Source: an optimization exercise on an open RTL-to-GDS flow (aim: small area). Production flows keep margins and buffers that such runs may drop. At most, simulation tests tie the RTL to the original design; equivalence was not proved. The clock input has no modelled driver; a real chip could not lean on it and would need a root buffer or a full tree. No activity file was given, so power comes from the tool's default toggle rates.

// pro_v_2_0
module pro_v_2_0(a,clk,rst,colomn,r,l,u,d);
input clk;
input rst;
input l,r,u,d;
output [6:0] a;
output [4:0] colomn;
reg [4:0] i;
reg [2:0] lr;
reg [6:0] q;
reg [1:0] motion, sd;
reg [2:0] mx, my;
reg [1:0] d0, d1, d2;
reg [2:0] fx, fy;
reg [5:0] fi;
function [2:0] mvx;
	input [2:0] x;
	input [1:0] dd;
	input neg;
	begin
		if (!dd[1]) mvx = x;
		else if (dd[0] ^ neg) mvx = {x[1], x[0], x[2] ^ x[1]};
		else mvx = {x[0] ^ x[2], x[2], x[1]};
	end
endfunction
function [2:0] mvy;
	input [2:0] y;
	input [1:0] dd;
	input neg;
	begin
		if (dd[1]) mvy = y;
		else if (dd[0] ^ neg) mvy = {y[1], y[0], ~(y[2] | y[1])};
		else mvy = {~(y[1] | y[0]), y[2], y[1]};
	end
endfunction
localparam [383:0] TABLE = 384'b000000000000000000000000000000000000000000000000000000000000000000000000000000000000000000000000000000000000000000000000000000000000000000000000000000000000000000000000000000000000001110001011100000111001110100011000100100011011110100111110101000001100101110001100101000100011110011100000110000101001010001010011111001010000011110101001111110011100010001100110011011111110010100010000;
wire [5:0] tab = TABLE[fi * 6 +: 6];
wire first = fy[2] & fy[0];
wire refresh = (i == 5'd29);
wire w1 = (lr == 3'b110) & (q == 7'd33);
wire w2 = (lr == 3'b000) & (q == 7'd66);
wire w3 = (lr == 3'b011) & (q == 7'd0);
wire apply = refresh & (w1 | w2 | w3);
  ...
==> module pro_v_2_0, before the edit <==
module pro_v_2_0(a,clk,rst,colomn,r,l,u,d);
input clk;
input rst;
input l,r,u,d;
output [6:0] a;
output [4:0] colomn;
reg [4:0] i;
reg [2:0] lr;
reg [6:0] q;
reg [1:0] motion, sd;
reg [2:0] mx, my;
reg [1:0] d0, d1, d2;
reg [2:0] fx, fy;
reg [5:0] fi;
function [2:0] mvx;
	input [2:0] x;
	input [1:0] dd;
	input neg;
	begin
		if (!dd[1]) mvx = x;
		else if (dd[0] ^ neg) mvx = {x[1], x[0], x[2] ^ x[1]};
		else mvx = {x[0] ^ x[2], x[2], x[1]};
	end
endfunction
function [2:0] mvy;
	input [2:0] y;
	input [1:0] dd;
	input neg;
	begin
		if (dd[1]) mvy = y;
		else if (dd[0] ^ neg) mvy = {y[1], y[0], ~(y[2] | y[1])};
		else mvy = {~(y[1] | y[0]), y[2], y[1]};
	end
endfunction
localparam [383:0] TABLE = 384'b000000000000000000000000000000000000000000000000000000000000000000000000000000000000000000000000000000000000000000000000000000000000000000000000000000000000000000000000000000000000001110001011100000111001110100011000100100011011110100111110101000001100101110001100101000100011110011100000110000101001010001010011111001010000011110101001111110011100010001100110011011111110010100010000;
wire [5:0] tab = TABLE[fi * 6 +: 6];
wire first = fy[2] & fy[0];
wire refresh = (i == 5'd29);
wire w1 = (lr == 3'b110) & (q == 7'd33);
wire w2 = (lr == 3'b000) & (q == 7'd66);
wire w3 = (lr == 3'b011) & (q == 7'd0);
wire apply = refresh & (w1 | w2 | w3);
wire hold = (w1 & (i >= 5'd20)) | (w2 & (i >= 5'd10)) | w3;
wire [2:0] hx = mvx(mx, d0, 1'b0);
wire [2:0] hy = mvy(my, d0, 1'b0);
wire [2:0] tx = mvx(mx, d1, 1'b1);
wire [2:0] ty = mvy(my, d1, 1'b1);
wire [2:0] px = mvx(tx, d2, 1'b1);
wire [2:0] py = mvy(ty, d2, 1'b1);
wire eat = first | ({hx, hy} == {fx, fy});
always @(posedge clk) begin
	if (rst) begin
		i <= 5'd0;
		lr <= 3'b111;
		q <= 7'd0;
		motion <= 2'b10;
		mx <= 3'b101;
		my <= 3'b011;
		d0 <= 2'b11;
		d1 <= 2'b11;
		d2 <= 2'b11;
		fy <= 3'b101;
		fi <= 6'd0;
	end else begin
		i <= refresh ? 5'd0 : i + 5'd1;
		if (refresh) begin
			lr <= {lr[1], lr[0], ~(lr[2] | lr[1])};
			if (lr == 3'b001)
				q <= (q == 7'd99) ? 7'd0 : q + 7'd1;
		end
		if (l) motion <= 2'b10;
		else if (r) motion <= 2'b11;
		else if (u) motion <= 2'b00;
		else if (d) motion <= 2'b01;
		if (apply) begin
			mx <= hx;
			my <= hy;
			d0 <= sd;
			d1 <= d0;
			d2 <= d1;
			if (eat) fy <= tab[2:0];
			fi <= (fi == 6'd33) ? 6'd0 : fi + 6'd1;
		end
	end
end
always @(posedge clk) begin
	if (!hold)
		sd <= motion;
	if (apply & eat)
		fx <= tab[5:3];
end
wire [2:0] lre = lr | {3{first}};
wire mt = (ty == lre), mp_ = (py == lre), mm = (my == lre), mf = (fy == lre);
assign a = {
		(tx == 3'b100) & mt | (px == 3'b100) & mp_ | (mx == 3'b100) & mm | (fx == 3'b100) & mf,
		(tx == 3'b110) & mt | (px == 3'b110) & mp_ | (mx == 3'b110) & mm | (fx == 3'b110) & mf,
		(tx == 3'b111) & mt | (px == 3'b111) & mp_ | (mx == 3'b111) & mm | (fx == 3'b111) & mf,
		(tx == 3'b011) & mt | (px == 3'b011) & mp_ | (mx == 3'b011) & mm | (fx == 3'b011) & mf,
		(tx == 3'b101) & mt | (px == 3'b101) & mp_ | (mx == 3'b101) & mm | (fx == 3'b101) & mf,
		(tx == 3'b010) & mt | (px == 3'b010) & mp_ | (mx == 3'b010) & mm | (fx == 3'b010) & mf,
		(tx == 3'b001) & mt | (px == 3'b001) & mp_ | (mx == 3'b001) & mm | (fx == 3'b001) & mf
	};
assign colomn = {lr != 3'b011, lr != 3'b001, lr != 3'b000, lr != 3'b100, lr != 3'b110};
endmodule
==> flow/config.mk <==
export PLATFORM = sky130hd
export DESIGN_NAME = pro_v_2_0
export DESIGN_NICKNAME = pro_v_2_0
export VERILOG_FILES = /design/flow/design.v
export SDC_FILE = /design/flow/constraint.sdc
export NUM_CORES = 4
export LEC_CHECK = 0
export CAP_MARGIN = 20
export CORE_MARGIN = 2
export CORE_UTILIZATION = 60
export SLEW_MARGIN = 20
==> flow/constraint.sdc <==
create_clock -name core_clock -period 10.0 [get_ports {clk}]
set_input_delay 2.0000 -clock core_clock [delete_from_list [all_inputs] [get_ports {clk}]]
set_output_delay 2.0000 -clock core_clock [all_outputs]
set_load 0.01 [all_outputs]
standard.sh (not shown) runs the stock make flow with config.mk's settings and CLKGATE_MAP_FILE= SYNTH_SCRIPT=/design/flow/synth_recipe.tcl, a recipe that flattens the netlist after the stock synthesis.
==> flow/flow/run.sh <==
#!/bin/bash
# Own layout flow: ORFS through standard.sh, with
#  - synthesis mapped for area (synth.tcl: ABC script area.abc, no adder extraction);
#    registers come from the same passes as the standard synthesis;
#  - port buffers of the smallest buffer cell;
#  - a clock tree without dummy loads.
set -euo pipefail
W=$(pwd)
F=$W/flow
export MY_ABC_SCRIPT=$F/area.abc
bash standard.sh SYNTH_SCRIPT=$F/synth.tcl synth > $W/synth.log 2>&1
bash standard.sh SYNTH_SCRIPT=$F/synth.tcl \
  "BUFFER_PORTS_ARGS=-buffer_cell sky130_fd_sc_hd__buf_1" \
  "CTS_ARGS=-sink_clustering_enable -repair_clock_nets -dont_use_dummy_load -buf_list sky130_fd_sc_hd__clkbuf_8" \
  finish > $W/layout.log 2>&1
==> flow/flow/area.abc <==
strash
dch -f
map -a
strash
dch -f
amap
==> flow/flow/synth.tcl <==
proc synth {args} { yosys synth -nofsm -noshare {*}$args }
# Technology mapping for area: replace the ABC script ORFS passes.
proc abc {args} {
  set i [lsearch -exact $args -script]
  if { $i >= 0 } { set args [lreplace $args $i [expr {$i + 1}] -script $::env(MY_ABC_SCRIPT)] }
  set i [lsearch -exact $args -constr]
  if { $i >= 0 } { set args [lreplace $args $i [expr {$i + 1}]] }
  set i [lsearch -exact $args -D]
  if { $i >= 0 } { set args [lreplace $args $i [expr {$i + 1}]] }
  yosys abc {*}$args
}
# No full-adder extraction: ABC maps that logic smaller.
set ::env(ADDER_MAP_FILE) ""
source $::env(SCRIPTS_DIR)/synth.tcl
# left out here: clear keep_hierarchy, flatten, clean up, hide names made inside functions, write 1_2_yosys.v
Edit:
--- a/flow/design.v
+++ b/flow/design.v
@@ -34,6 +34,44 @@
 	end
 endfunction
-localparam [383:0] TABLE = 384'b000000000000000000000000000000000000000000000000000000000000000000000000000000000000000000000000000000000000000000000000000000000000000000000000000000000000000000000000000000000000001110001011100000111001110100011000100100011011110100111110101000001100101110001100101000100011110011100000110000101001010001010011111001010000011110101001111110011100010001100110011011111110010100010000;
-wire [5:0] tab = TABLE[fi * 6 +: 6];
+reg [5:0] tab;
+always @(*) begin
+	case (fi)
+	6'd0: tab = {3'b010, 3'b000};
+	6'd1: tab = {3'b010, 3'b100};
+	6'd2: tab = {3'b111, 3'b110};
+	6'd3: tab = {3'b011, 3'b011};
+	6'd4: tab = {3'b100, 3'b110};
+	6'd5: tab = {3'b010, 3'b001};
+	6'd6: tab = {3'b011, 3'b100};
+	6'd7: tab = {3'b111, 3'b110};
+	6'd8: tab = {3'b101, 3'b001};
+	6'd9: tab = {3'b011, 3'b110};
+	6'd10: tab = {3'b010, 3'b000};
+	6'd11: tab = {3'b111, 3'b001};
+	6'd12: tab = {3'b010, 3'b011};
+	6'd13: tab = {3'b010, 3'b001};
+	6'd14: tab = {3'b101, 3'b001};
+	6'd15: tab = {3'b110, 3'b000};
+	6'd16: tab = {3'b100, 3'b000};
+	6'd17: tab = {3'b110, 3'b011};
+	6'd18: tab = {3'b100, 3'b011};
+	6'd19: tab = {3'b101, 3'b000};
+	6'd20: tab = {3'b001, 3'b100};
+	6'd21: tab = {3'b101, 3'b110};
+	6'd22: tab = {3'b001, 3'b100};
+	6'd23: tab = {3'b101, 3'b000};
+	6'd24: tab = {3'b111, 3'b110};
+	6'd25: tab = {3'b110, 3'b100};
+	6'd26: tab = {3'b011, 3'b011};
+	6'd27: tab = {3'b100, 3'b100};
+	6'd28: tab = {3'b011, 3'b000};
+	6'd29: tab = {3'b110, 3'b100};
+	6'd30: tab = {3'b111, 3'b001};
+	6'd31: tab = {3'b100, 3'b000};
+	6'd32: tab = {3'b001, 3'b011};
+	6'd33: tab = {3'b001, 3'b110};
+	default: tab = 6'bxxxxxx;
+	endcase
+end
 wire first = fy[2] & fy[0];
 wire refresh = (i == 5'd29);
Non-clock buffer count stays the same.
Die area goes up by 4.2%.
Count of clock-buffer cells in the layout stays the same.
Wire length goes down by 4.5%.
Clock power goes up by about 8%.
Utilization goes up by 1.3 points.
Worst setup slack barely changes.
Synthesized cell count goes up by 2.7%.
Register-to-register slack got worse by 1.6 ns.
Synthesized area goes up by 4.4%.
Function not checked in the second run of this note: the RTL went through the layout flow alone.

main:
The RTL this note starts from:
==> flow/design.v <==
`timescale 1ns / 1ps
module pro_v_2_0(a,clk,rst,colomn,r,l,u,d);
input clk;
input rst;
input l,r,u,d;
output [6:0] a;
output [4:0] colomn;
reg [4:0] i;
reg [2:0] lr;
reg [6:0] q;
reg [1:0] motion, sd;
reg [2:0] mx, my;
reg [1:0] d0, d1, d2;
reg [2:0] fx, fy;
reg [5:0] fi;
function [2:0] mvx;
	input [2:0] x;
	input [1:0] dd;
	input neg;
	begin
		if (!dd[1]) mvx = x;
		else if (dd[0] ^ neg) mvx = {x[1], x[0], x[2] ^ x[1]};
		else mvx = {x[0] ^ x[2], x[2], x[1]};
	end
endfunction
function [2:0] mvy;
	input [2:0] y;
	input [1:0] dd;
	input neg;
	begin
		if (dd[1]) mvy = y;
		else if (dd[0] ^ neg) mvy = {y[1], y[0], ~(y[2] | y[1])};
		else mvy = {~(y[1] | y[0]), y[2], y[1]};
	end
endfunction
localparam [383:0] TABLE = 384'b101110101011101110101011101110101011101110101011101110101011101110101011101110101011101110101011101110101011101110101011101110101011101110101011101110101011101110101011101110101011101110101011010000100001001100110000010100110011001100100110111000101100111110101100111000010011001011010000001000111001011001011011100001011000110110111001100110110100011001010110110011100110011100011000;
wire [5:0] tab = TABLE[fi * 6 +: 6];
wire first = fy[2] & fy[0];
wire refresh = (i[4] & i[3] & ~i[2] & ~i[1] & i[0]);
wire apply = refresh & (
	(lr[1] & ~lr[0]) & (~q[5] & ~q[4] & ~q[3] & ~q[2] & ~q[0]) |
	(~lr[2] & ~lr[0]) & (~q[5] & ~q[4] & ~q[3] & ~q[2] & ~q[1]) |
	(~lr[2] & lr[1]) & (~q[6] & ~q[4] & q[3] & ~q[2] & q[1] & ~q[0]));
wire hold = lr[0] ? lr[1] : (lr[1] ? (~i[0] | ~i[2]) : (i[0] | ~i[1] | ~i[4]));
wire [2:0] hx = mvx(mx, d0, 1'b0);
wire [2:0] hy = mvy(my, d0, 1'b0);
wire [2:0] tx = mvx(mx, d1, 1'b1);
wire [2:0] ty = mvy(my, d1, 1'b1);
wire [2:0] px = mvx(tx, d2, 1'b1);
wire [2:0] py = mvy(ty, d2, 1'b1);
wire eat = first | ({hx, hy} == {fx, fy});
always @(posedge clk) begin
	if (rst | refresh)
		i <= 5'b00101;
	else
		i <= {i[3:0], ~^{i[4], i[1]}};
	if (rst) begin
		lr <= 3'b111;
		q <= 7'b0101010;
		motion <= 2'b10;
		mx <= 3'b111;
		my <= 3'b011;
		d0 <= 2'b11;
		d1 <= 2'b11;
		d2 <= 2'b11;
		fy <= 3'b101;
		fi <= 6'd0;
	end else begin
		if (refresh) begin
			lr <= {lr[1], lr[0], ~(lr[2] | lr[1])};
			if ((~lr[1] & lr[0]))
				q <= (q[6] & q[4] & q[2] & q[1] & q[0]) ? 7'b0101010 : {q[5:0], ~^{q[6], q[0]}};
		end
		if (l) motion <= 2'b10;
		else if (r) motion <= 2'b11;
		else if (u) motion <= 2'b00;
		else if (d) motion <= 2'b01;
		if (apply) begin
			mx <= hx;
			my <= hy;
			d0 <= sd;
			d1 <= d0;
			d2 <= d1;
			if (eat) fy <= tab[2:0];
			fi <= (fi[5] & fi[0]) ? 6'd0 : fi + 6'd1;    
		end
	end
end
always @(posedge clk) begin
	if (!hold)
		sd <= motion;
	if (apply & eat)
		fx <= tab[5:3];
end
wire [2:0] lre = lr | {3{first}};
wire mt = (ty == lre), mp = (py == lre), mm = (my == lre), mf = (fy == lre);
assign a = {
		(~tx[2] & ~tx[0]) & mt | (~px[2] & ~px[0]) & mp | (~mx[2] & ~mx[0]) & mm | (~fx[2] & ~fx[0]) & mf,
		(~tx[2] & ~tx[1]) & mt | (~px[2] & ~px[1]) & mp | (~mx[2] & ~mx[1]) & mm | (~fx[2] & ~fx[1]) & mf,
		(~tx[1] & ~tx[0]) & mt | (~px[1] & ~px[0]) & mp | (~mx[1] & ~mx[0]) & mm | (~fx[1] & ~fx[0]) & mf,
		(tx[2] & tx[1] & ~tx[0]) & mt | (px[2] & px[1] & ~px[0]) & mp | (mx[2] & mx[1] & ~mx[0]) & mm | (fx[2] & fx[1] & ~fx[0]) & mf,
		(tx[2] & tx[1] & tx[0]) & mt | (px[2] & px[1] & px[0]) & mp | (mx[2] & mx[1] & mx[0]) & mm | (fx[2] & fx[1] & fx[0]) & mf,
		(~tx[2] & tx[1] & tx[0]) & mt | (~px[2] & px[1] & px[0]) & mp | (~mx[2] & mx[1] & mx[0]) & mm | (~fx[2] & fx[1] & fx[0]) & mf,
		(tx[2] & ~tx[1] & tx[0]) & mt | (px[2] & ~px[1] & px[0]) & mp | (mx[2] & ~mx[1] & mx[0]) & mm | (fx[2] & ~fx[1] & fx[0]) & mf
	};
assign colomn = {~(~lr[2] & lr[1]), ~(~lr[1] & lr[0]), ~(~lr[2] & ~lr[0]), ~(lr[2] & ~lr[1]), ~(lr[1] & ~lr[0])};
endmodule
clock: 10.0 ns
lec_check: 0
cap_margin: 0
cell_pad_in_sites_detail_placement: 0
cell_pad_in_sites_global_placement: 0
core_margin: 2
core_utilization: 75
slew_margin: 0
==> flow/flow/run.sh <==
#!/bin/bash
# Own layout flow: ORFS through standard.sh, with
#  - synthesis mapped for area (synth.tcl: the smallest of several ABC scripts,
#    *.abc, and no adder extraction); registers come from the same passes as the
#    standard synthesis;
#  - port buffers of the smallest buffer cell;
#  - a flat clock tree (cts.tcl: MY_CLK_NBUF buffers driven by the clock port)
#    in place of ORFS's CTS.
set -euo pipefail
W=$(pwd)
F=$W/flow
export MY_ABC_SCRIPTS="$(ls $F/*.abc | tr '\n' ' ')"
export MY_CLK_PORT=clk
export MY_CLK_PRE=${MY_CLK_PRE-sky130_fd_sc_hd__clkinv_2}
export MY_CLK_BUF=${MY_CLK_BUF:-sky130_fd_sc_hd__clkinv_16}
export MY_CLK_NBUF=${MY_CLK_NBUF:-1}
bash standard.sh SYNTH_SCRIPT=$F/synth.tcl synth > $W/synth.log 2>&1
bash standard.sh SYNTH_SCRIPT=$F/synth.tcl \
  "BUFFER_PORTS_ARGS=-buffer_cell sky130_fd_sc_hd__buf_1" \
  PRE_CTS_TCL=$F/cts.tcl \
  finish > $W/layout.log 2>&1
Other scripts of this flow, unchanged in this note and not shown: flow/flow/cts.tcl, flow/flow/d1.abc, flow/flow/d2.abc, flow/flow/d3.abc, flow/flow/d4.abc, flow/flow/e1.abc, flow/flow/e2.abc, flow/flow/e3.abc, flow/flow/e4.abc, flow/flow/e5.abc, flow/flow/e6.abc, flow/flow/e7.abc, flow/flow/e8.abc, flow/flow/s1.abc, flow/flow/s4.abc, flow/flow/synth.tcl
Setup changes, main to the feature branch
diff --git a/flow/design.v b/flow/design.v
--- a/flow/design.v
+++ b/flow/design.v
@@ -36,13 +36,13 @@
 localparam [383:0] TABLE = 384'b101110101011101110101011101110101011101110101011101110101011101110101011101110101011101110101011101110101011101110101011101110101011101110101011101110101011101110101011101110101011101110101011010000100001001100110000010100110011001100100110111000101100111110101100111000010011001011010000001000111001011001011011100001011000110110111001100110110100011001010110110011100110011100011000;
 wire [5:0] tab = TABLE[fi * 6 +: 6];
 wire first = fy[2] & fy[0];
 wire refresh = (i[4] & i[3] & ~i[2] & ~i[1] & i[0]);
 wire apply = refresh & (
-	(lr[1] & ~lr[0]) & (~q[5] & ~q[4] & ~q[3] & ~q[2] & ~q[0]) |
-	(~lr[2] & ~lr[0]) & (~q[5] & ~q[4] & ~q[3] & ~q[2] & ~q[1]) |
-	(~lr[2] & lr[1]) & (~q[6] & ~q[4] & q[3] & ~q[2] & q[1] & ~q[0]));
+	(lr == 3'b110) & (~q[5] & ~q[4] & ~q[3] & ~q[2] & ~q[0]) |
+	(lr == 3'b000) & (~q[5] & ~q[4] & ~q[3] & ~q[2] & ~q[1]) |
+	(lr == 3'b011) & (~q[6] & ~q[4] & q[3] & ~q[2] & q[1] & ~q[0]));
 wire hold = lr[0] ? lr[1] : (lr[1] ? (~i[0] | ~i[2]) : (i[0] | ~i[1] | ~i[4]));
 wire [2:0] hx = mvx(mx, d0, 1'b0);
 wire [2:0] hy = mvy(my, d0, 1'b0);
 wire [2:0] tx = mvx(mx, d1, 1'b1);
 wire [2:0] ty = mvy(my, d1, 1'b1);
@@ -66,11 +66,11 @@
 		fy <= 3'b101;
 		fi <= 6'd0;
 	end else begin
 		if (refresh) begin
 			lr <= {lr[1], lr[0], ~(lr[2] | lr[1])};
-			if ((~lr[1] & lr[0]))
+			if ((lr == 3'b001))
 				q <= (q[6] & q[4] & q[2] & q[1] & q[0]) ? 7'b0101010 : {q[5:0], ~^{q[6], q[0]}};
 		end
 		if (l) motion <= 2'b10;
 		else if (r) motion <= 2'b11;
 		else if (u) motion <= 2'b00;
@@ -93,15 +93,15 @@
 		fx <= tab[5:3];
 end
 wire [2:0] lre = lr | {3{first}};
 wire mt = (ty == lre), mp = (py == lre), mm = (my == lre), mf = (fy == lre);
 assign a = {
-		(~tx[2] & ~tx[0]) & mt | (~px[2] & ~px[0]) & mp | (~mx[2] & ~mx[0]) & mm | (~fx[2] & ~fx[0]) & mf,
-		(~tx[2] & ~tx[1]) & mt | (~px[2] & ~px[1]) & mp | (~mx[2] & ~mx[1]) & mm | (~fx[2] & ~fx[1]) & mf,
-		(~tx[1] & ~tx[0]) & mt | (~px[1] & ~px[0]) & mp | (~mx[1] & ~mx[0]) & mm | (~fx[1] & ~fx[0]) & mf,
-		(tx[2] & tx[1] & ~tx[0]) & mt | (px[2] & px[1] & ~px[0]) & mp | (mx[2] & mx[1] & ~mx[0]) & mm | (fx[2] & fx[1] & ~fx[0]) & mf,
-		(tx[2] & tx[1] & tx[0]) & mt | (px[2] & px[1] & px[0]) & mp | (mx[2] & mx[1] & mx[0]) & mm | (fx[2] & fx[1] & fx[0]) & mf,
-		(~tx[2] & tx[1] & tx[0]) & mt | (~px[2] & px[1] & px[0]) & mp | (~mx[2] & mx[1] & mx[0]) & mm | (~fx[2] & fx[1] & fx[0]) & mf,
-		(tx[2] & ~tx[1] & tx[0]) & mt | (px[2] & ~px[1] & px[0]) & mp | (mx[2] & ~mx[1] & mx[0]) & mm | (fx[2] & ~fx[1] & fx[0]) & mf
+		(tx == 3'b010) & mt | (px == 3'b010) & mp | (mx == 3'b010) & mm | (fx == 3'b010) & mf,
+		(tx == 3'b001) & mt | (px == 3'b001) & mp | (mx == 3'b001) & mm | (fx == 3'b001) & mf,
+		(tx == 3'b100) & mt | (px == 3'b100) & mp | (mx == 3'b100) & mm | (fx == 3'b100) & mf,
+		(tx == 3'b110) & mt | (px == 3'b110) & mp | (mx == 3'b110) & mm | (fx == 3'b110) & mf,
+		(tx == 3'b111) & mt | (px == 3'b111) & mp | (mx == 3'b111) & mm | (fx == 3'b111) & mf,
+		(tx == 3'b011) & mt | (px == 3'b011) & mp | (mx == 3'b011) & mm | (fx == 3'b011) & mf,
+		(tx == 3'b101) & mt | (px == 3'b101) & mp | (mx == 3'b101) & mm | (fx == 3'b101) & mf
 	};
-assign colomn = {~(~lr[2] & lr[1]), ~(~lr[1] & lr[0]), ~(~lr[2] & ~lr[0]), ~(lr[2] & ~lr[1]), ~(lr[1] & ~lr[0])};
+assign colomn = {~(lr == 3'b011), ~(lr == 3'b001), ~(lr == 3'b000), ~(lr == 3'b100), ~(lr == 3'b110)};
 endmodule
## What came out
[compare] base=main new=the feature branch: routing usage on met2 decreased 2.3 points, via count went up by 3.1%. Of the two values seen for most common cell after layout, fill and taps aside, sky130_fd_sc_hd__clkinv_1 was produced by main and sky130_fd_sc_hd__nor2_1 by the feature branch. The feature branch — arrival time of data at the critical path endpoint 0.07 ns lower, main as reference. In the flow results for main and the feature branch, the part of the total power dissipated in sequential elements is larger on the feature branch. Power, the feature branch vs main: down slightly. Hold slack came out lower on the feature branch than on main. The final cell count without fillers of the feature branch exceeds that of main by 8. The met2 routed wirelength reported for the feature branch is smaller than that of main by about 1.4%. [compare] base=main new=the feature branch: design area now larger; synthesized cell count rose 7; power share of the clock group lost 1.0 points; smallest setup slack after layout shows an increase of 0.072 ns. Area after detailed placement, the feature branch vs main: up slightly. Compared with main, the feature branch shows a higher highest fanout seen on the critical path.
The RTL of the feature branch was laid out without a check of its function. No run of this note takes its clock network from TritonCTS; it comes from the design's own scripts or RTL.

[what the ideal ports hide]
Ports are ideal in the flow. The routed layouts listed here were re-timed in OpenROAD. Step 1, drivers: a clkbuf_16 drives clk and a buf_2 each remaining input, both assumed. Step 2, shift: input delay + t, output delay - t, t = (earliest + latest rising clock arrival at the registers) / 2. This alone moves slack from input paths to output paths. Slacks: ideal ports / drivers / drivers and shift; pairs: ideal ports / drivers.
| run | shift t [ns] | setup WS [ns] | hold WS [ns] | worst slew at a driven data input, ns |
|---|---|---|---|---|
| the first run of note 1 | 0.309 | 4.509 / 4.479 / 4.789 | 0.444 / 0.444 / 0.444 | 0.03 |
| the second run of note 1 | 0.316 | 4.508 / 4.480 / 4.795 | 0.407 / 0.407 / 0.407 | 0.03 |
| main | 0.293 | 4.616 / 4.588 / 4.881 | 0.454 / 0.454 / 0.454 | 0.04 |
| the feature branch | 0.281 | 4.689 / 4.664 / 4.945 | 0.439 / 0.439 / 0.439 | 0.03 |
After both steps setup and hold are still met in every run listed.
